Context: an optimization exercise on an open-source flow, tuned for small area, a short achievable clock period and few clock cycles per item. The choices shown serve that exercise and are no tape-out recipe.
Only simulation tests tie the RTL to the original design; equivalence was not proved.
Power is estimated from default activity; no workload was simulated.

Setup of run A:
Design lstm, start of the top module:
module lstm (inputVec, trainingFlag, clock, reset, newSample, dataoutReady, outputVec);
For scale: ~8600 cells after synthesis, ~110 I/O pins.
Settings: LEC_CHECK=0, ABC_AREA=1, CAP_MARGIN=20, CORE_MARGIN=2, CORE_UTILIZATION=45, PLACE_DENSITY=0.6, SETUP_SLACK_MARGIN=5, SLEW_MARGIN=20; clock period 12.0 ns.
standard.sh (not shown) runs the stock make flow with config.mk's settings and CLKGATE_MAP_FILE= SYNTH_SCRIPT=/design/flow/synth_recipe.tcl, a recipe that flattens the netlist after the stock synthesis.
==> flow/flow/run.sh <==
#!/bin/bash
# The standard layout (standard.sh: the standard synthesis and ORFS
# flow, unchanged), with a larger setup-repair margin so that repair_timing
# keeps improving paths past what the 12 ns period alone asks for.
# ORFS writes each step's full log under orfs/logs; make's output goes to
# standard.log here.
bash standard.sh SETUP_SLACK_MARGIN=${FLOW_SETUP_MARGIN:-8.6} finish > standard.log 2>&1
Run A finished every stage; the final checks, however, were not passed, the failures being antenna rules.
Testbench counts of run A, summed over its fixed seeds: cycles 13,128, items 320.
--- input diff run A..run B ---
==> flow/flow/run.sh <==
#!/bin/bash
# The standard layout (standard.sh: the standard synthesis and ORFS
# flow, unchanged), with a larger setup-repair margin so that repair_timing
# keeps improving paths past what the 12 ns period alone asks for, and
# plain buffers (buf_4) as the port buffers instead of the delay cells the
# resizer picks by default.  ORFS writes each step's full log under
# orfs/logs; make's output goes to standard.log here.
bash standard.sh SETUP_SLACK_MARGIN=${FLOW_SETUP_MARGIN:-8.6} \
  "BUFFER_PORTS_ARGS=-buffer_cell sky130_fd_sc_hd__buf_4" finish > standard.log 2>&1
Notes after the runs:
- Of the two values seen for top routing layer in use, met5 was produced by run A and met4 by run B.
- In run B the minimum clock period turned out 0.038 ns lower than in run A.
- Run B went all the way through synthesis, placement and routing and the layout is clean on timing, DRC and antenna.
- Compared run B vs run A, and clock group share of total power is down in run B.
- There was hardly any difference in power between run B and run A.
- The largest stage delay on the critical path on run B is in line with that on run A.
- Diff run A and run B: slew at the pin closest to its max-slew limit lower in run B
- Compared with run A, in run B starting DRC count in detailed routing decreased by about 3.6% relative to the old numbers, worst setup slack increased by 0.038 ns relative to the old numbers.
- Compared to run A, run B has global-route usage 1.0 points higher.
#### Input delta (run C over run B)
Settings: TNS_END_PERCENT newly set to 5.
diff --git a/flow/flow/run.sh b/flow/flow/run.sh
--- a/flow/flow/run.sh
+++ b/flow/flow/run.sh
@@ -8 +8 @@
-bash standard.sh SETUP_SLACK_MARGIN=${FLOW_SETUP_MARGIN:-8.6} \
+bash standard.sh SETUP_SLACK_MARGIN=${FLOW_SETUP_MARGIN:-8.4} \
Findings:
- For run C, the destination of the critical timing path was U[3].LANE.A[1], unlike run B, where it was outputVec[70].
- Going from run B to run C, wire length shrank by a few percent.
- Multi-input logic portion of the cell area was lower in the run labelled run B.
- Run B has a higher post-layout total power than run C.
- Run C: fmax lower than run B
Input-level comparison between run D and run C:
Settings: changing TNS_END_PERCENT from 5 to 20.
[summary]
- Relative to run C, the initial antenna violation count of run D is lower by 11.
- Total power: run D above run C
- On setup slack, run D and run C are basically level.
- Per the comparison of run D with run C, HPWL after detailed placement went up 1.0%, detailed route wirelength on metal3 went up 250 um, final worst-path cycle share held, total placed instance area held.
- Comparing run D against run C, there is no change at all in mean post-synth cell area.
- Run D vs run C, worst setup path endpoint: outputVec[8] vs U[3].LANE.A[1]
- From run C to run D the numbers moved as follows: routed wire length higher; critical path data required time lower; met2 routing resource usage after global routing higher.

========
Another version of the RTL of lstm (not shown whole).
Size: roughly 6,600 cells after synthesis, roughly 110 I/O pins, roughly 61,000 sq um of cells after synthesis.
Settings: LEC_CHECK=0, ABC_CLOCK_PERIOD_IN_PS=5000, CAP_MARGIN=20, CORE_MARGIN=2, CORE_UTILIZATION=45, PLACE_DENSITY=0.6, SETUP_SLACK_MARGIN=5, SLEW_MARGIN=20; clock period 12.0 ns.
run.sh (not shown) runs the stock make flow with config.mk's settings and CLKGATE_MAP_FILE= SYNTH_SCRIPT=/design/flow/synth_recipe.tcl, a recipe that flattens the netlist after the stock synthesis.
Stock flow here: none of the scripts above is used.
Testbench counts at the start, summed over its fixed seeds: cycles 13,128, items 320.
Change:
==> flow/flow/run.sh (new file) <==
#!/bin/bash
# The standard layout (standard.sh: the standard synthesis and ORFS
# flow, unchanged), with a larger setup-repair margin so that repair_timing
# keeps improving paths past what the 12 ns period alone asks for.
# ORFS writes each step's full log under orfs/logs; make's output goes to
# standard.log here.
bash standard.sh SETUP_SLACK_MARGIN=${FLOW_SETUP_MARGIN:-7.8} finish > standard.log 2>&1
==> flow/standard.sh (new file) <==
#!/bin/bash
# synth_recipe.tcl (not shown) runs the flow's synth.tcl, then flattens the netlist and writes it again
# the make line also repeats each setting of config.mk as NAME=value (left out here)
make -C /OpenROAD-flow-scripts/flow DESIGN_CONFIG=/design/flow/config.mk WORK_HOME=/design/flow/orfs CLKGATE_MAP_FILE= SYNTH_SCRIPT=/design/flow/synth_recipe.tcl "${@:-finish}"
removed: flow/run.sh
Utilization rose by 3.5 points.
Clock-buffer cell count fell by 12.
Power rose by 15%.
Wire length rose by 6.1%.
Critical path depth rose by 2.
Non-clock buffer count rose by 198.
Setup slack improves by 1.1 ns.

========
== run 1 ==
Another version of the RTL of lstm (not shown whole).
For scale: ~8300 cells after synthesis, about 860 flip-flops.
==> flow/design.v (excerpt) <==
module lstm (inputVec, trainingFlag, clock, reset, newSample, dataoutReady, outputVec);
clock: 12.0 ns
lec_check: 0
abc_area: 1
cap_margin: 20
core_margin: 2
core_utilization: 45
place_density: 0.6
setup_slack_margin: 5
slew_margin: 20
standard.sh (not shown) runs the stock make flow with config.mk's settings and CLKGATE_MAP_FILE= SYNTH_SCRIPT=/design/flow/synth_recipe.tcl, a recipe that flattens the netlist after the stock synthesis.
==> flow/flow/run.sh <==
#!/bin/bash
# The standard layout (standard.sh: the standard synthesis and ORFS
# flow, unchanged), with a larger setup-repair margin so that repair_timing
# keeps improving paths past what the 12 ns period alone asks for.
# ORFS writes each step's full log under orfs/logs; make's output goes to
# standard.log here.
bash standard.sh SETUP_SLACK_MARGIN=${FLOW_SETUP_MARGIN:-8.4} finish > standard.log 2>&1
Testbench counts of run 1, summed over its fixed seeds: cycles 13,128, items 320.
> inputs changed (run 1 -> run 2)
Settings: PLACE_DENSITY: 0.6 -> 0.75; CORE_UTILIZATION: 45 -> 60.
- Run 2 vs run 1 — number of standard cells in the layout, taps in and fillers out dropped by a few percent
- Looking only at count of TritonRoute iterations in the first routing pass, and setting everything else aside, the higher value of run 2 and run 1 goes to run 2.
- Going from run 1 to run 2, global-route wire length before repair shrinks by 3.6%.
- Run 2 completed every stage of the flow, and the final layout passed the timing, design-rule and antenna checks.
- [compare] base=run 1 new=run 2: fmax went up 0.0028 GHz; design area about even.
- Delta (run 2 minus run 1): area growth from synthesis to layout decreased 0.25 points; sum of routed wire length over all layers decreased 1.7%.

========
Another version of the RTL of lstm (not shown whole).
Size: roughly 8200 cells after synthesis, ~66000 um2 of cells after synthesis.
Settings: LEC_CHECK=0, ABC_AREA=1, CAP_MARGIN=20, CORE_MARGIN=2, CORE_UTILIZATION=45, PLACE_DENSITY=0.6, SETUP_SLACK_MARGIN=5, SLEW_MARGIN=20; clock period 12.0 ns.
==> flow/flow/run.sh <==
#!/bin/bash
# The standard layout (standard.sh: the standard synthesis and ORFS
# flow, unchanged), with a larger setup-repair margin so that repair_timing
# keeps improving paths past what the 12 ns period alone asks for.
# ORFS writes each step's full log under orfs/logs; make's output goes to
# standard.log here.
bash standard.sh SETUP_SLACK_MARGIN=${FLOW_SETUP_MARGIN:-8.0} finish > standard.log 2>&1
Testbench counts at the start, summed over its fixed seeds: cycles 13,128, items 320.
Then changed:
- ABC_AREA: 1 -> default
- ABC_CLOCK_PERIOD_IN_PS: default -> 5000
Global-route usage drops by 1.9 points; power drops by about a fifth; via count drops by a little under a tenth; non-clock buffer count climbs by 159.

========
Setup of old:
lstm again, from the RTL that the note above started with.
Settings: LEC_CHECK=0, ABC_AREA=1, CAP_MARGIN=20, CORE_MARGIN=2, CORE_UTILIZATION=60, PLACE_DENSITY=0.75, SETUP_SLACK_MARGIN=5, SLEW_MARGIN=20; clock period 12.0 ns.
Scripts as last shown in full above: flow/flow/run.sh
Testbench counts of old, summed over its fixed seeds: cycles 13,128, items 320.
Inputs modified between old and new:
- a change of PLACE_DENSITY from 0.75 to 0.6
- a change of CORE_UTILIZATION from 60 to 45
-- flow/flow/run.sh --
<<< old, line 5
# ORFS writes each step's full log under orfs/logs; make's output goes to
# standard.log here.
bash standard.sh SETUP_SLACK_MARGIN=${FLOW_SETUP_MARGIN:-8.0} finish > standard.log 2>&1
>>> new, line 5
# ORFS writes each step's full log under orfs/logs; make's output goes to
# standard.log here.
bash standard.sh SETUP_SLACK_MARGIN=${FLOW_SETUP_MARGIN:-8.4} finish > standard.log 2>&1
Findings:
Looking at the reports, new completed the entire flow and the layout it produced met the timing, design-rule and antenna checks. Compared with old, new shows HPWL after detailed placement that has gone up by more than 10%. [compare] base=old new=new: hold slack increased 3.4 ps, required time at the worst-slack endpoint decreased 2960 ps, sum of routed wire segments on met1 increased 16%, number of endpoints failing setup at the final stage essentially unchanged. On new: reported combinational group power is about 5% higher than what old gave. new ends up with a logic gate share of total power that is 1.0 points higher than in old. new against old: final weighted congestion in routability-driven placement down 5.5%; net switching power up 0.52 mW; total wire length up 32000 µm.

re-timing with driven ports:
No port has a modelled driver above. Below, the same layouts with a new extraction and two added sets of constraints.
Step 1 sets driving cells, clkbuf_16 on the clock port and buf_2 on the other inputs (assumed; they add their load-dependent delay and slew).
Step 2 times the ports against the registers' clock, not the clock port: input delays grow and output delays shrink by t, the midpoint of the rising clock arrivals with the driver on.
Slacks: ideal / step 1 / step 2; pairs: ideal / step 1.
| run | t, ns | slack for setup (ns) | worst setup path after step 2 | clock arrival spread, ns | worst register clock-pin slew, ns |
|---|---|---|---|---|---|
| run A | 0.813 | 8.269 / 8.183 / 7.855 | input to register | 0.043 / 0.044 | 0.07 / 0.07 |
| run B | 0.799 | 8.307 / 8.217 / 7.948 | input to register | 0.049 / 0.050 | 0.07 / 0.07 |
| run C | 0.824 | 8.193 / 8.138 / 7.499 | input to register | 0.038 / 0.038 | 0.07 / 0.07 |
| run D | 0.825 | 8.193 / 8.106 / 7.574 | input to register | 0.035 / 0.035 | 0.07 / 0.07 |
| the first run of note 2 | 0.784 | 6.470 / 6.470 / 6.470 | register to register | 0.032 / 0.031 | 0.07 / 0.07 |
| the second run of note 2 | 0.801 | 7.569 / 7.569 / 7.089 | input to register | 0.043 / 0.043 | 0.07 / 0.07 |
| run 1 | 0.784 | 8.284 / 8.208 / 7.659 | input to register | 0.041 / 0.041 | 0.07 / 0.07 |
| run 2 | 0.792 | 8.322 / 8.241 / 7.634 | input to register | 0.033 / 0.033 | 0.07 / 0.07 |
| the first run of note 4 | 0.794 | 8.041 / 7.996 / 7.301 | input to register | 0.031 / 0.031 | 0.07 / 0.07 |
| the second run of note 4 | 0.803 | 7.832 / 7.832 / 7.261 | input to register | 0.045 / 0.044 | 0.07 / 0.07 |
| old | 0.764 | 8.028 / 7.978 / 7.322 | input to register | 0.035 / 0.035 | 0.07 / 0.07 |
| new | 0.809 | 8.222 / 8.127 / 7.558 | input to register | 0.047 / 0.048 | 0.07 / 0.07 |
For the first run of note 4, which loses most, drivers alone change the setup slack by -0.045 ns; drivers and shift together by -0.740 ns.
